Context: an optimization exercise on an open-source flow, tuned for small area. The choices shown serve that exercise and are no tape-out recipe.
In this exercise RTL edits were held to simulation tests only and were not proved equivalent to the original.
No activity file was given, so power comes from the tool's default toggle rates.

==> design/flow/design.v <==
module RegisterFile(we, rst, clk, data_in, data_out, data_oe, addr, enable_reg);
   input [5:0] addr;
   input we, rst, clk;
   input [31:0] data_in;
   output [31:0] data_out;
   output data_oe;
   input enable_reg;
   wire [32:0] wr;
   wire [32:0] wrn;
   wire [32:0] sel;
   wire [31:0] rowq [0:32];
   wire [32:0] rowr;
   wire [31:0] rdq;
   wire        rdr;
   wire [7:0] pa;
   wire [4:0] pb;
   wire [4:0] pbw;
   reg        live;
   always @(posedge clk or posedge rst) begin
      if (rst) live <= 1'b0;
      else     live <= 1'b1;
   end
   genvar i, j;
   generate
      for (i = 0; i < 8; i = i + 1) begin : g_pa
         assign pa[i] = (addr[2:0] == i);
      end
      for (i = 0; i < 5; i = i + 1) begin : g_pb
         assign pb[i]  = (addr[5:3] == i) & live;
         assign pbw[i] = (addr[5:3] == i) & we & ~rst;
      end
      for (i = 0; i < 33; i = i + 1) begin : g_row
         rf_ctl ctl (.clk(clk), .live(live), .a(pa[i % 8]), .b(pb[i / 8]), .bw(pbw[i / 8]),
                     .w(wr[i]), .wn(wrn[i]), .sel(sel[i]));
         rf_row row (.clk(clk), .w(wr[i]), .wn(wrn[i]), .d(data_in), .q(rowq[i]), .r(rowr[i]));
      end
      for (j = 0; j < 32; j = j + 1) begin : g_rd
         wire [32:0] col;
         for (i = 0; i < 33; i = i + 1) begin : g_col
            assign col[i] = rowq[i][j];
         end
         rf_rdbit rd (.sel(sel), .q(col), .o(rdq[j]));
      end
   endgenerate
   rf_rdbit rd_ref (.sel(sel), .q(rowr), .o(rdr));
   assign data_out = rdq ^ {32{rdr}};
   assign data_oe = ~we & enable_reg;
endmodule
module rf_ctl (
   input  wire clk,
   input  wire live,
   input  wire a,
   input  wire b,
   input  wire bw,
   output wire w,
   output wire wn,
   output wire sel
);
   reg v;
   assign wn  = ~(a & bw);
   assign w   = ~wn;
   assign sel = a & b & v;
   always @(posedge clk)
      v <= (v & live) | w;
endmodule
module rf_row (
   input  wire        clk,
   input  wire        w,
   input  wire        wn,
   input  wire [31:0] d,
   output wire [31:0] q,
   output reg         r
);
   genvar b;
   generate
      for (b = 0; b < 32; b = b + 1) begin : g_bit
         rf_bit u (.clk(clk), .w(w), .wn(wn), .d(d[b]), .q(q[b]));
      end
   endgenerate
   always @(posedge clk)
      r <= ~(r & wn);
endmodule
module rf_bit (
   input  wire clk,
   input  wire w,
   input  wire wn,
   input  wire d,
   output reg  q
);
   always @(posedge clk)
      q <= ~((q | w) & (d | wn));
endmodule
module rf_rdbit (
   input  wire [32:0] sel,
   input  wire [32:0] q,
   output wire        o
);
   wire [10:0] gn;
   genvar k;
   generate
      for (k = 0; k < 11; k = k + 1) begin : g_grp
         rf_aoi3 g (.s(sel[3*k+2:3*k]), .q(q[3*k+2:3*k]), .on(gn[k]));
      end
   endgenerate
   assign o = ~&gn;
endmodule
module rf_aoi3 (
   input  wire [2:0] s,
   input  wire [2:0] q,
   output wire       on
);
   assign on = ~|(s & q);
endmodule
==> design/flow/flow/run.sh <==
#!/bin/bash
# The standard ORFS layout (the standard.sh, standard synthesis included), with these
# changes:
#  - the buffers placed on the input and output ports are sky130_fd_sc_hd__buf_1 instead of
#    the cell buffer_ports picks by default (a delay buffer, clkdlybuf4s50_1);
#  - timing-driven global placement keeps no resizer changes of its own
#    (GPL_KEEP_OVERFLOW=0); the resize step after placement repairs the design.
set -euo pipefail
export BUFFER_PORTS_ARGS="-buffer_cell sky130_fd_sc_hd__buf_1"
export CTS_ARGS="-sink_clustering_enable -repair_clock_nets -buf_list {sky130_fd_sc_hd__clkbuf_4 sky130_fd_sc_hd__clkbuf_8} -sink_clustering_size 18 -sink_clustering_max_diameter 60 -dont_use_dummy_load"
export GPL_KEEP_OVERFLOW=0
bash standard.sh > standard_flow.log 2>&1
==> design/flow/standard.sh <==
#!/bin/bash
# synth_recipe.tcl (not shown) runs the flow's synth.tcl, then flattens the netlist and writes it again
# the make line also repeats each setting of config.mk as NAME=value (left out here)
make -C /OpenROAD-flow-scripts/flow DESIGN_CONFIG=/design/flow/config.mk WORK_HOME=/design/flow/orfs CLKGATE_MAP_FILE= SYNTH_SCRIPT=/design/flow/synth_recipe.tcl "${@:-finish}"
==> design/flow/config.mk <==
export PLATFORM = sky130hd
export DESIGN_NAME = RegisterFile
export DESIGN_NICKNAME = RegisterFile
export VERILOG_FILES = /design/flow/design.v
export SDC_FILE = /design/flow/constraint.sdc
export NUM_CORES = 4
export LEC_CHECK = 0
export CAP_MARGIN = 10
export CORE_MARGIN = 2
export CORE_UTILIZATION = 65
export CTS_BUF_LIST = sky130_fd_sc_hd__clkbuf_4 sky130_fd_sc_hd__clkbuf_8
export CTS_CLUSTER_DIAMETER = 60
export CTS_CLUSTER_SIZE = 18
export SLEW_MARGIN = 10
export SYNTH_HIERARCHICAL = 1
export SYNTH_MINIMUM_KEEP_SIZE = 0
==> design/flow/constraint.sdc <==
create_clock -name core_clock -period 8.0 [get_ports {clk}]
set_input_delay 1.6000 -clock core_clock [delete_from_list [all_inputs] [get_ports {clk}]]
set_output_delay 1.6000 -clock core_clock [all_outputs]
set_load 0.01 [all_outputs]
==> run notes, run 1 <==
The flow ran to the end and the layout has no timing, DRC or antenna violations. The run gives 31000 as the via total after detailed routing. Derived from the worst setup path, the maximum achievable clock frequency is 0.141 GHz.

The tools report the number of global-route vias before repair as 29900. The worst-case IR drop observed on VDD is 0.202 mV. For the number of cells produced by synthesis, the log shows 2903.

The overall die height works out to 236 µm. The HPWL after detailed placement is 69000 µm. The worst path uses 88.7% of the clock period. Routability-driven placement finished with a final weighted congestion of 0.867. In this run, synthesis inferred 0 flip-flops with an integrated enable. The synthesized netlist occupies a cell area of 0.0350 mm².

Number of placed I/O pins: 75. Leakage power: 0.0135 µW. Setup repair after global routing left no endpoint under its margin. The post-synthesis average cell area works out to 12.1 µm². Summed over all layers, the global routing overflow is 0.

Dividing the detail-routed via count by the number of cells gives 8.26. The total area inside the core boundary comes to 0.0536 mm². The number of clock buffers added by TritonCTS is 72. The path class of the tightest hold or removal check is reg -> reg.

The global-route usage over all layers is 42.6%, and the share of synthesized flip-flops with an asynchronous set or reset is 0.0890%. The tree is rooted in a sky130_fd_sc_hd__clkbuf_8. The die width is 236 µm. The tools report the number of hold buffers added after CTS as 0. Buffers added to address setup during post-CTS repair amount to 0.

In this run the deepest clock path goes through 3 buffers. The number of nets handed over by synthesis was 2945. The tools report the pin count of the biggest net entering global routing as 36.

TritonCTS built the clock tree. STA classifies the critical path startpoint as an input pin. The tool flagged a number of max-cap violations equal to 0.

After synthesis, flip-flops and latches occupy 64.2% of the total area. For this block, the initial DRC count from the detailed router was 5749. The initialized floorplan defines 85 standard-cell rows. The slack of the worst reg-to-reg path was 6.55 ns. Setup violations remaining at the end of the flow were counted as 0. The largest incremental delay on the critical path was 1.00 ns; the count of distinct cell types in the synthesized netlist was 26. Counting flops and latches in the post-synthesis netlist gives 1123.

The dominant synthesized flop cell is sky130_fd_sc_hd__dfxtp_1. The number of cells upsized or downsized after cts was 0. The number of pins exceeding their max-slew limit in the final report is 0. The design draws 9610 µW.

Port buffering added 74 buffers. The worst max-slew margin expressed relative to the limit was 23.2%. For the number of detailed-route iterations in the first pass, the log shows 10.

At the later pin of the worst-skew pair, clock insertion delay measures 0.70 ns. The die covers 0.0558 mm². The minimum setup slack after placement was 1.04 ns; the data required time of the critical path was 6.40 ns.

Clock-pin slew was measured on the worst setup and hold paths at 0.11 ns. For this design, the slowest cell found on the critical path is sky130_fd_sc_hd__and3_2. Highest net fanout along the worst path: 33. Broken down by cell family, the worst path's largest delay share belongs to simple AND/OR/NAND/NOR gates. The cell that appears most often on the critical path is sky130_fd_sc_hd__buf_1. The detailed-route wire length per cell works out to 32.6 µm.

The number of antenna violations at the first check in global routing was 11; the first-pass GRT wire length was 182000 µm. Critical path class: in -> out. The library cell used most frequently in the layout, excluding fill and tap cells, is sky130_fd_sc_hd__dfxtp_1. Total detailed-routing wirelength: 122000 µm.

The number of sinks on the clock net was 1123; the share of final-layout standard cells stronger than drive strength 1 was 7.30%. Compared with the post-synthesis result, the final layout area differs by 7.09%. The run gives 0 as the total DRC errors in the routed layout. For this design the ratio of total power to cell area is 256 mW/mm². At the end of the flow, the number of nets in the layout was 3099.

The initial utilization of the core area, before any placement, comes to 65.4%. For the worst setup path, the data arrival time is 5.50 ns. Traced cell by cell, the critical path runs through buf_1 -> nand2_1 -> nor2_1 -> and3_2 -> a222oi_1 -> nand4_1 -> or3_2 -> buf_16 -> xor2_1 -> buf_1. In the layout the commonest cells are sky130_fd_sc_hd__dfxtp_1 (1122), sky130_fd_sc_hd__o22ai_1 (1056), sky130_fd_sc_hd__a222oi_1 (363). CTS built an H-tree with a depth of 3. The count of nets left with antenna violations once routing finished came out at 0.

The logs give 0.903 ns for the worst path setup slack after routing and 3986 for the filler cell count in the final layout. For the pin with the worst max-slew slack, the measured transition is 1.15 ns. On the final layout, the worst clock skew is 0.0291 ns. STA classifies the critical path endpoint as an output pin. Counting both buffers and inverters, the worst setup path holds a total of 3.

The worst path in the final design needs a cycle of 7.10 ns, including I/O delays and setup. The number of warnings printed during yosys synthesis came out at 10. For the number of failing hold endpoints at the final stage, the log shows 0.
-- worst paths after layout --
kind | from | endpoint | cells after the start
max in group asynchronous | rst | live | 2
min | g_row[6].row.r | g_row[6].row.r | 1
max | addr[2] | data_out[13] | 10
min in group asynchronous | rst | live | 2
max reg2reg | live | g_row[18].ctl.v | 1
min reg2reg | g_row[6].row.r | g_row[6].row.r | 1
-- through the flow --
step                util [%]  cell area [µm²]  instances  hold WS (ns)  setup TNS [ns]
floorplan                  -            35000       2903         0.366               0
global placement        67.4            36100       3669         0.374           -5.80
detailed placement      68.1            36500       3679         0.377               0
CTS                     70.0            37500       3751         0.401               0
global route            70.0            37500       3752         0.412               0
finish                  70.0            37500       3754         0.405               0
-- cell type report --
cell class / count / area (µm²) / share of cell area (%)
Tap cell: 696 / 871 / 2.32
Antenna cell: 3 / 7.51 / 0.0200
Clock buffer: 72 / 991 / 2.64
Timing Repair Buffer: 84 / 539 / 1.44
Multi-Input combinational cell: 1775 / 12600 / 33.6
Inverter: 1 / 3.75 / 0.0100
Sequential cell: 1123 / 22500 / 59.9
-- per-module statistics from Yosys (local to each module, per instance) --
module        copies in the design  cells inside  cell area (µm²)  flip-flops and latches
RegisterFile                     1            65              510                       1
rf_aoi3                        363             1             10.0                       0
rf_bit                        1056             2             26.3                       1
rf_ctl                          33             5             47.5                       1
rf_rdbit                        33             4             23.8                       0
rf_row                          33             2             23.8                       1
-- synthesized netlist by cell type, types with 2 or more instances --
cell type,number,area [µm²]
sky130_fd_sc_hd__dfxtp_1,1122,22500
sky130_fd_sc_hd__o22ai_1,1056,6610
sky130_fd_sc_hd__a222oi_1,363,3630
sky130_fd_sc_hd__nand2_1,68,255
sky130_fd_sc_hd__nand4_1,66,413
sky130_fd_sc_hd__a22o_1,33,289
sky130_fd_sc_hd__and2_2,33,248
sky130_fd_sc_hd__and3_2,33,248
sky130_fd_sc_hd__nand3_1,33,165
sky130_fd_sc_hd__or3_1,33,206
sky130_fd_sc_hd__xor2_1,32,280
sky130_fd_sc_hd__nor2_1,8,30.0
sky130_fd_sc_hd__buf_6,3,33.8
sky130_fd_sc_hd__nand2b_1,3,18.8
sky130_fd_sc_hd__nor3b_1,3,22.5
sky130_fd_sc_hd__and3_1,2,12.5
sky130_fd_sc_hd__and3b_1,2,17.5
sky130_fd_sc_hd__nor3_1,2,10.0
-- metal layers --
layer,global-route usage (%),routed length [µm],vias up
li1,-,-,13000
met1,58.0,46500,15200
met2,62.8,51900,2429
met3,10.4,17100,371
met4,23.2,6710,8
met5,0,59,-
-- flip-flops by register name, summed over array words and instances, names as in the netlist --
name                 cells
g_row.ctl.v             33
live                     1
g_row.row.r             33
g_row.row.g_bit.u.q   1056
-- power breakdown --
group          switching [µW]  total (µW)  leakage [µW]  internal, µW
Clock                    1660        2480      0.000518           816
Combinational             284         576       0.00301           292
Sequential                337        6550       0.00999          6220
-- logic make-up after synthesis --
| kind of cell | Yosys count | share of synthesized area, % |
|---|---|---|
| AO/OA/AOI/OAI | 1452 | 30.1 |
| XOR/XNOR | 32 | 0.800 |
| buffers and inverters | 5 | 0.129 |
| flip-flops | 1123 | 64.2 |
| other | 1 | 0.0107 |
| AND/OR/NAND/NOR | 290 | 4.81 |
==> inputs of run 2 (changes only) <==
--- a/design/flow/config.mk
+++ b/design/flow/config.mk
@@ -6,5 +6,5 @@
 export NUM_CORES = 4
 export LEC_CHECK = 0
-export CAP_MARGIN = 10
+export CAP_MARGIN = 5
 export CORE_MARGIN = 2
 export CORE_UTILIZATION = 65
@@ -12,5 +12,5 @@
 export CTS_CLUSTER_DIAMETER = 60
 export CTS_CLUSTER_SIZE = 18
-export SLEW_MARGIN = 10
+export SLEW_MARGIN = 5
 export SYNTH_HIERARCHICAL = 1
 export SYNTH_MINIMUM_KEEP_SIZE = 0
==> run notes, run 2 <==
The flow ran to the end and the layout has no timing, DRC or antenna violations. The net count after synthesis was 2945 (unchanged); the count of flip-flops with a built-in enable after synthesis was 0 (unchanged). For the worst max-slew margin expressed relative to the limit, the log shows 20.6% (-2.5 points). CTS root buffer: sky130_fd_sc_hd__clkbuf_8. For the number of max-cap violations, the log shows 0 (unchanged). For the number of hold buffers added after CTS, the log shows 0 (unchanged). The largest individual stage delay along the critical path comes from the cell sky130_fd_sc_hd__dfrtp_1. The synthesized design spends more area on one cell type than any other, namely sky130_fd_sc_hd__dfxtp_1.

The launch point of the worst path is live. The logs give 0.72 ns (+0.02 ns) for the clock latency reported for the late side of the worst-skew pair and 0.0135 µW (-0.34%) for the leakage power. The startpoint of the worst-slack reg-to-reg timing path was live. Setup repair after global routing left no endpoint under its margin.

The highest net fanout along the worst path was 35 (+6.1%); the detailed-route wire length per cell was 32.6 µm (about the same). The share of final-layout standard cells stronger than drive strength 1 is 7.05% (-0.25 points). The number of flip-flops under the largest register name was 1056 (unchanged). The most frequent cell after synthesis was sky130_fd_sc_hd__dfxtp_1.

The total DRC errors in the routed layout is 0 (unchanged). The minimum setup slack after placement came out at 1.04 ns (-0.000330 ns). The tools report the HPWL after detailed placement as 68900 µm (-0.17%). The clock tree skew after final layout is 0.0244 ns (-0.00472 ns). The overall die height was 236 µm (unchanged). Counting flops per register, the top entry is g_row.row.g_bit.u.q. Placeable core region: 0.0536 mm² (unchanged). The tools report the number of antenna violations at the first check in global routing as 11 (unchanged). The critical path goes through nand2b_1 -> nor3_1 -> and3_2 -> a222oi_1 -> nand4_1 -> or3_2 -> buf_12 -> xor2_1 -> buf_1. Top achievable clock speed: 0.139 GHz (-1.4%).

The start point of the worst min-delay path is g_row[17].row.r. The peak supply drop was 0.185 mV (-8.2%). The logs give 1123 (unchanged) for the number of sinks on the clock net and 4067 (+2.0%) for the filler cell count in the final layout.

Number of failing hold endpoints at the final stage: 0 (unchanged). The leading cell type in the layout, fill and taps excluded is sky130_fd_sc_hd__dfxtp_1. The per-cell via count in the routed design is 8.24 (-0.28%). Nature of the critical path endpoint: an output pin. Register cell area after layout: 0.0225 mm² (unchanged).

Number of cells upsized or downsized after cts: 0 (unchanged). Yosys attributes the largest share of cell area to sky130_fd_sc_hd__dfxtp_1 (64%), sky130_fd_sc_hd__o22ai_1 (19%), sky130_fd_sc_hd__a222oi_1 (10%), sky130_fd_sc_hd__nand4_1 (1.2%), sky130_fd_sc_hd__a22o_1 (0.83%). For the number of placed I/O pins, the log shows 75 (unchanged).

The number of cells produced by synthesis is 2903 (unchanged). The starting density of the core was 65.4% (unchanged); the area added between synthesis and finish was 6.85%. The run gives 3 (unchanged) as the maximum clock path buffer count. The area taken by multi-input logic gates was 0.0126 mm² (about the same); the number of routed nets with antenna violations was 0 (unchanged). The fraction of the cycle the final worst path needs came out at 90.0% (+1.3 points). The minimum clock period after layout came out at 7.20 ns (+0.104 ns).

The run gives 10 (unchanged) as the number of detailed-route iterations in the first pass. The tools report the post-CTS setup buffer count as 0 (unchanged). The via total after detailed routing was 30900 (-0.33%); the sum of buffers and inverters on the critical path was 2 (-1).

The tools report the total detailed-routing wirelength as 122000 µm (about the same). The critical path is of the reg -> out type. The post-synthesis average cell area works out to 12.1 µm² (unchanged). The tools report the final RePlAce weighted congestion as 0.867 (unchanged). Number of buffers inserted by port buffering: 74 (unchanged).

The power density of the placed cells came out at 257 mW/mm² (+0.21%). The share of synthesized flip-flops with an asynchronous set or reset was 0.0890% (unchanged). The worst setup path is launched from a register. The total CTS buffers is 72 (unchanged). The tools report the finished layout cell area as 0.0374 mm² (-0.23%). The synthesis-stage register bit count is 1123 (unchanged), and the global-route usage over all layers is 42.5% (-0.086 points). The run gives 85 (unchanged) as the number of placement rows.

The number of pins exceeding their max-slew limit in the final report is 0 (unchanged), and the sequential cell area fraction in the yosys report is 64.2% (unchanged). Dominant synthesized flop cell: sky130_fd_sc_hd__dfxtp_1. The largest registers in the layout are g_row.row.g_bit.u.q x1056, g_row.ctl.v x33, g_row.row.r x33. The iteration-0 DRC count of the detailed router was 5872 (+2.1%). The die width is 236 µm (unchanged), and the largest incremental delay on the critical path is 1.14 ns (+0.14 ns). The pin count of the biggest net entering global routing was 36 (unchanged).

Counting instances in the post-synthesis netlist gives the leading cell types as sky130_fd_sc_hd__dfxtp_1 (1122), sky130_fd_sc_hd__o22ai_1 (1056), sky130_fd_sc_hd__a222oi_1 (363). The tools report the area of the die as 0.0558 mm² (unchanged). The arrival time at the worst endpoint is 5.60 ns (+0.10 ns).

Area after detailed placement: 0.0364 mm² (-0.28%). The run gives 3 (unchanged) as the maximum level of the CTS H-tree. The tools report the first-pass GRT wire length as 182000 µm (-0.13%). The run gives 10 (unchanged) as the number of warnings printed during yosys synthesis.

The critical path's top delay family was simple AND/OR/NAND/NOR gates. The tools report the cell area after synthesis as 0.0350 mm² (unchanged). The path class of the tightest hold or removal check is reg -> reg.

The number of global-route vias before repair is 29900 (+0.050%), and the top cell type's share of synthesized area is 64.1% (unchanged). The top cell types in the final layout, fill and taps aside, are sky130_fd_sc_hd__dfxtp_1 (1122), sky130_fd_sc_hd__o22ai_1 (1056), sky130_fd_sc_hd__a222oi_1 (363). The count of final setup violators was 0 (unchanged); the clock transition at the registers of the reported paths was 0.11 ns (about the same). The count of distinct cell types in the synthesized netlist was 26 (unchanged); the actual slew at the worst max-slew pin was 1.19 ns (+0.0380 ns). For the leftover overflow at the end of global routing, the log shows 0 (unchanged).

Data required time of the critical path: 6.40 ns (about the same). The worst path setup slack after routing came out at 0.800 ns (-0.104 ns). The run gives 3095 (-0.13%) as the number of nets in the layout. TritonCTS built the clock tree.
## run 2: power by group
| group | total (µW) | internal (µW) | switching (µW) |
|---|---|---|---|
| clock | 2480 | 816 | 1670 |
| sequential | 6550 | 6220 | 336 |
| combinational | 574 | 291 | 282 |
| total | 9610 | 7320 | 2280 |
## run 2: final cells by class
| type | count | area share (%) |
|---|---|---|
| Clock buffer | 72 | 2.65 |
| Tap cell | 696 | 2.33 |
| Inverter | 1 | 0.0100 |
| Timing Repair Buffer | 80 | 1.23 |
| Sequential cell | 1123 | 60.1 |
| Antenna cell | 5 | 0.0334 |
| Multi-Input combinational cell | 1775 | 33.7 |
## run 2: per-module statistics from Yosys (local to each module, per instance)
module        times used  cells  flops+latches  cell area (µm²)
rf_aoi3              363      1              0             10.0
RegisterFile           1     65              1              510
rf_rdbit              33      4              0             23.8
rf_bit              1056      2              1             26.3
rf_ctl                33      5              1             47.5
rf_row                33      2              1             23.8
## run 2: logic make-up (layout without fill, tap and decap cells)
family / Yosys count / in the layout / synth area share (%)
other cells: 1 / 6 / 0.0107
flops: 1123 / 1123 / 64.2
simple gates: 290 / 290 / 4.81
buf+inv: 5 / 153 / 0.129
xor+xnor: 32 / 32 / 0.800
compound gates: 1452 / 1452 / 30.1
## run 2: path summary, 6_finish.rpt
check	to	slack [ns]	cells after the start
setup / recovery	data_out[2]	0.80	9
hold / removal	g_row[17].row.r	0.40	1
setup reg to reg	g_row[4].ctl.v	6.51	1
hold reg to reg	g_row[17].row.r	0.40	1
max in group asynchronous	live	7.12	2
min in group asynchronous	live	0.78	2
## run 2: per-stage QoR
step                      power (µW)  hold WS, ns  setup TNS [ns]  std cells  util, %
after floorplan                 6950        0.366               0       2903        -
after global placement          7140        0.374           -5.80       3669     67.4
after detailed placement        7220        0.376               0       3675     67.9
after CTS                       9570        0.401               0       3747     69.8
after global routing            9900        0.411               0       3748     69.8
final                           9610        0.403               0       3752     69.8
## run 2: layer usage
layer,share of wire [%],wire length (µm),track usage (%),vias up
li1,-,-,-,13000
met1,38,45900,57.4,15100
met2,42,51600,62.3,2406
met3,14,17300,11.5,381
met4,6.0,7300,23.4,6
met5,0.029,35,0,-
==> inputs of run 3 (changes only) <==
--- a/design/flow/config.mk
+++ b/design/flow/config.mk
@@ -12,4 +12,5 @@
 export CTS_CLUSTER_DIAMETER = 60
 export CTS_CLUSTER_SIZE = 18
+export GPL_ROUTABILITY_DRIVEN = 0
 export SLEW_MARGIN = 5
 export SYNTH_HIERARCHICAL = 1
==> run notes, run 3 <==
By startpoint and endpoint, the worst setup path is classified as reg -> out. Total CTS buffers: 72 (unchanged). The count of cell instances traversed by the critical path was 9 (unchanged).

The maximum clock path buffer count was 3 (unchanged); the sequential cell area fraction in the yosys report was 64.2% (unchanged). The sum of buffers and inverters on the critical path works out to 2 (unchanged). The top cell type's share of synthesized area is 64.1% (unchanged), and the clock latency reported for the late side of the worst-skew pair is 0.72 ns (about the same). The data required time of the critical path is 6.40 ns (about the same). The run gives 0 ns (unchanged) as the summed negative setup slack over all endpoints.

The leading cell type in the layout, fill and taps excluded was sky130_fd_sc_hd__dfxtp_1. For the post-CTS setup buffer count, the log shows 0 (unchanged). TritonCTS built the clock tree. The maximum level of the CTS H-tree was 3 (unchanged). The tools report the count of distinct cell types in the synthesized netlist as 26 (unchanged). The worst min-delay path class is reg -> reg.

The iteration-0 DRC count of the detailed router is 5872 (unchanged). The detailed-route wire length per cell was 32.6 µm (unchanged). The count of final setup violators was 0 (unchanged); the highest net fanout along the worst path was 35 (unchanged). The minimum clock period after layout is 7.20 ns (unchanged). The worst setup path is captured at an output pin. The count of flip-flops with a built-in enable after synthesis was 0 (unchanged); the number of failing hold endpoints at the final stage was 0 (unchanged).

The number of cells produced by synthesis was 2903 (unchanged). The cell area after synthesis came out at 0.0350 mm² (unchanged). Setup repair after global routing left no endpoint under its margin. The run gives 0 (unchanged) as the number of pins exceeding their max-slew limit in the final report. The die width was 236 µm (unchanged). The via total after detailed routing was 30900 (unchanged); the utilization of the core after routing was 69.8% (unchanged). The top achievable clock speed came out at 0.139 GHz (unchanged).

The area added between synthesis and finish was 6.85% (unchanged). The top cell types in the final layout, fill and taps aside, are sky130_fd_sc_hd__dfxtp_1 (1122), sky130_fd_sc_hd__o22ai_1 (1056), sky130_fd_sc_hd__a222oi_1 (363). The per-cell via count in the routed design was 8.24 (unchanged); the clock transition at the registers of the reported paths was 0.11 ns (about the same).

The largest individual stage delay along the critical path comes from the cell sky130_fd_sc_hd__dfrtp_1. The total DRC errors in the routed layout is 0 (unchanged), and the number of antenna violations at the first check in global routing is 11 (unchanged). The number of warnings printed during yosys synthesis was 10 (unchanged). The number of instances in the placed design was 3675 (unchanged). The peak supply drop was 0.185 mV (unchanged); the leftover overflow at the end of global routing was 0 (unchanged).

Clock tree synthesis selected as its root buffer the cell sky130_fd_sc_hd__clkbuf_8. In this run the critical register-to-register path is captured at g_row[4].ctl.v. Area of the die: 0.0558 mm² (unchanged). The starting density of the core is 65.4% (unchanged).

By area the synthesized netlist is led by sky130_fd_sc_hd__dfxtp_1 (64%), sky130_fd_sc_hd__o22ai_1 (19%), sky130_fd_sc_hd__a222oi_1 (10%), sky130_fd_sc_hd__nand4_1 (1.2%), sky130_fd_sc_hd__a22o_1 (0.83%). Synthesis-stage register bit count: 1123 (unchanged). The tools report the worst max-slew margin expressed relative to the limit as 20.6% (unchanged). The number of routed nets with antenna violations was 0 (unchanged); the number of hold buffers added after CTS was 0 (unchanged). The element type at the critical path start was a register. The largest total area in the synthesized netlist belongs to sky130_fd_sc_hd__dfxtp_1.

The launch point of the worst path was live. The number of max-cap violations came out at 0 (unchanged). The overall die height came out at 236 µm (unchanged).

The dominant synthesized flop cell was sky130_fd_sc_hd__dfxtp_1. The leakage power was 0.0135 µW (unchanged); the HPWL after detailed placement was 68900 µm (unchanged). Counting instances in the post-synthesis netlist gives the leading cell types as sky130_fd_sc_hd__dfxtp_1 (1122), sky130_fd_sc_hd__o22ai_1 (1056), sky130_fd_sc_hd__a222oi_1 (363).

The run finished with no timing, DRC or antenna violations. The logs give 122000 µm (unchanged) for the total detailed-routing wirelength and 1123 (unchanged) for the number of sinks on the clock net. Number of global-route vias before repair: 29900 (unchanged). The clock tree skew after final layout came out at 0.0244 ns (unchanged).

Share of synthesized flip-flops with an asynchronous set or reset: 0.0890% (unchanged). The capturing instance or port of the critical path is data_out[2]. The depth of the worst register-to-register path came out at 1 (unchanged). The number of flip-flops under the largest register name was 1056 (unchanged).

Traced cell by cell, the critical path runs through nand2b_1 -> nor3_1 -> and3_2 -> a222oi_1 -> nand4_1 -> or3_2 -> buf_12 -> xor2_1 -> buf_1. The number of nets in the layout came out at 3095 (unchanged). The arrival time at the worst endpoint was 5.60 ns (about the same). The power density of the placed cells was 257 mW/mm² (unchanged).

The pin count of the biggest net entering global routing was 36 (unchanged); the number of placement rows was 85 (unchanged). In the post-synthesis netlist, the cell with the most instances is sky130_fd_sc_hd__dfxtp_1. The count of placed standard cells in the final layout, fillers left out was 3752 (unchanged). The tools report the number of detailed-route iterations in the first pass as 10 (unchanged). The largest registers in the layout are g_row.row.g_bit.u.q x1056, g_row.ctl.v x33, g_row.row.r x33. The tools report the number of cells upsized or downsized after cts as 0 (unchanged). The filler cell count in the final layout came out at 4067 (unchanged).

The logs give 75 (unchanged) for the number of placed I/O pins and 42.5% (unchanged) for the global-route usage over all layers. The register with the most flip-flops was g_row.row.g_bit.u.q. The worst register-to-register path begins at live. The kind of cell with the highest combined delay along the critical path is simple AND/OR/NAND/NOR gates. For the first-pass GRT wire length, the log shows 182000 µm (unchanged). The largest incremental delay on the critical path was 1.14 ns (about the same). The share of final-layout standard cells stronger than drive strength 1 came out at 7.05% (unchanged).

Actual slew at the worst max-slew pin: 1.19 ns (unchanged). The run gives 6.51 ns (about the same) as the slack of the worst reg-to-reg path. The net count after synthesis was 2945 (unchanged).

The post-synthesis average cell area is 12.1 µm² (unchanged), and the number of buffers inserted by port buffering is 74 (unchanged). The fraction of the cycle the final worst path needs is 90.0% (unchanged), and the placeable core region is 0.0536 mm² (unchanged).
-- run 3: cell counts after synthesis --
No cell type changed its count.
-- run 3: worst min-delay path by stage --
stage / endpoint / start / cells after the start
6_report: g_row[17].row.r / g_row[17].row.r / 1
4_1_cts: g_row[10].row.r / g_row[10].row.r / 1
2_1_floorplan: g_row[10].row.r / g_row[10].row.r / 1
3_5_place_dp: g_row[10].row.r / g_row[10].row.r / 1
3_3_place_gp: g_row[22].row.r / g_row[22].row.r / 1
5_1_grt: g_row[3].row.r / g_row[3].row.r / 1
-- run 3: through the flow --
step                area [µm²]  total power [µW]  worst slack [ns]  hold slack [ns]
floorplan                35000              6950              2.38            0.366
global placement         36100              7140            -0.462            0.374
detailed placement       36400              7220              1.04            0.376
CTS                      37400              9570             0.970            0.401
global route             37400              9900             0.585            0.411
finish                   37400              9610             0.800            0.403
-- run 3: layout make-up --
type,instances,area (µm²),share of cell area [%]
inverter,1,3.75,0.0100
timing repair buffer,80,459,1.23
clock buffer,72,991,2.65
antenna,5,12.5,0.0334
multi-input combinational,1775,12600,33.7
tap,696,871,2.33
sequential,1123,22500,60.1
-- run 3: cell families (layout without fill, tap and decap cells) --
kind of cell              after synthesis  count (layout)  share of synthesized area [%]
buffers and inverters                   5             153                          0.129
xor gates and xnor gates               32              32                          0.800
DFF                                  1123            1123                           64.2
AOI/OAI and AO/OA                    1452            1452                           30.1
other                                   1               6                         0.0107
and+or+nand+nor                       290             290                           4.81
-- run 3: Yosys stat by module, one instance, submodules excluded --
module        copies in the design  flops+latches  area, µm²
rf_aoi3                        363              0       10.0
rf_rdbit                        33              0       23.8
rf_ctl                          33              1       47.5
rf_row                          33              1       23.8
RegisterFile                     1              1        510
rf_bit                        1056              1       26.3
-- run 3: power breakdown --
part           leakage [µW]  internal (µW)  total [µW]  switching [µW]
Clock              0.000518            816        2480            1670
Sequential          0.00999           6220        6550             336
Combinational       0.00297            291         574             282
Total                0.0135           7320        9610            2280
-- run 3: metal layers --
metal  global-route usage, %  share of wire (%)  vias up
li1                        -                  -    13000
met1                    57.4                 38    15100
met2                    62.3                 42     2406
met3                    11.5                 14      381
met4                    23.4                6.0        6
met5                       0              0.029        -

afterwards: timing with drivers on the ports:
How much do the figures lean on ideal ports? The routed layouts below were timed once more, with nothing changed but the port constraints.
Step 1 sets driving cells, clkbuf_16 on the clock port and buf_2 on the other inputs (assumed; they add their load-dependent delay and slew).
Step 2 adds t to the input delays and takes it off the output delays; t is the mean of the earliest and latest rising clock arrival at the registers after step 1. Input paths then give back, and output paths get back, about the clock's delay inside the block.
a / b / c = ideal ports / drivers / drivers and shift; a / b = the first two.
run | t (ns) | setup slack, ns | hold WS [ns]
run 1 | 0.750 | 0.903 / 0.804 / 0.804 | 0.405 / 0.405 / 0.405
run 2 | 0.754 | 0.800 / 0.743 / 0.803 | 0.403 / 0.403 / 0.403
run 3 | 0.754 | 0.800 / 0.743 / 0.803 | 0.403 / 0.403 / 0.403
After both steps setup and hold are still met in every run listed. For run 1, which loses most, drivers alone change the setup slack by -0.099 ns; drivers and shift together by -0.099 ns.
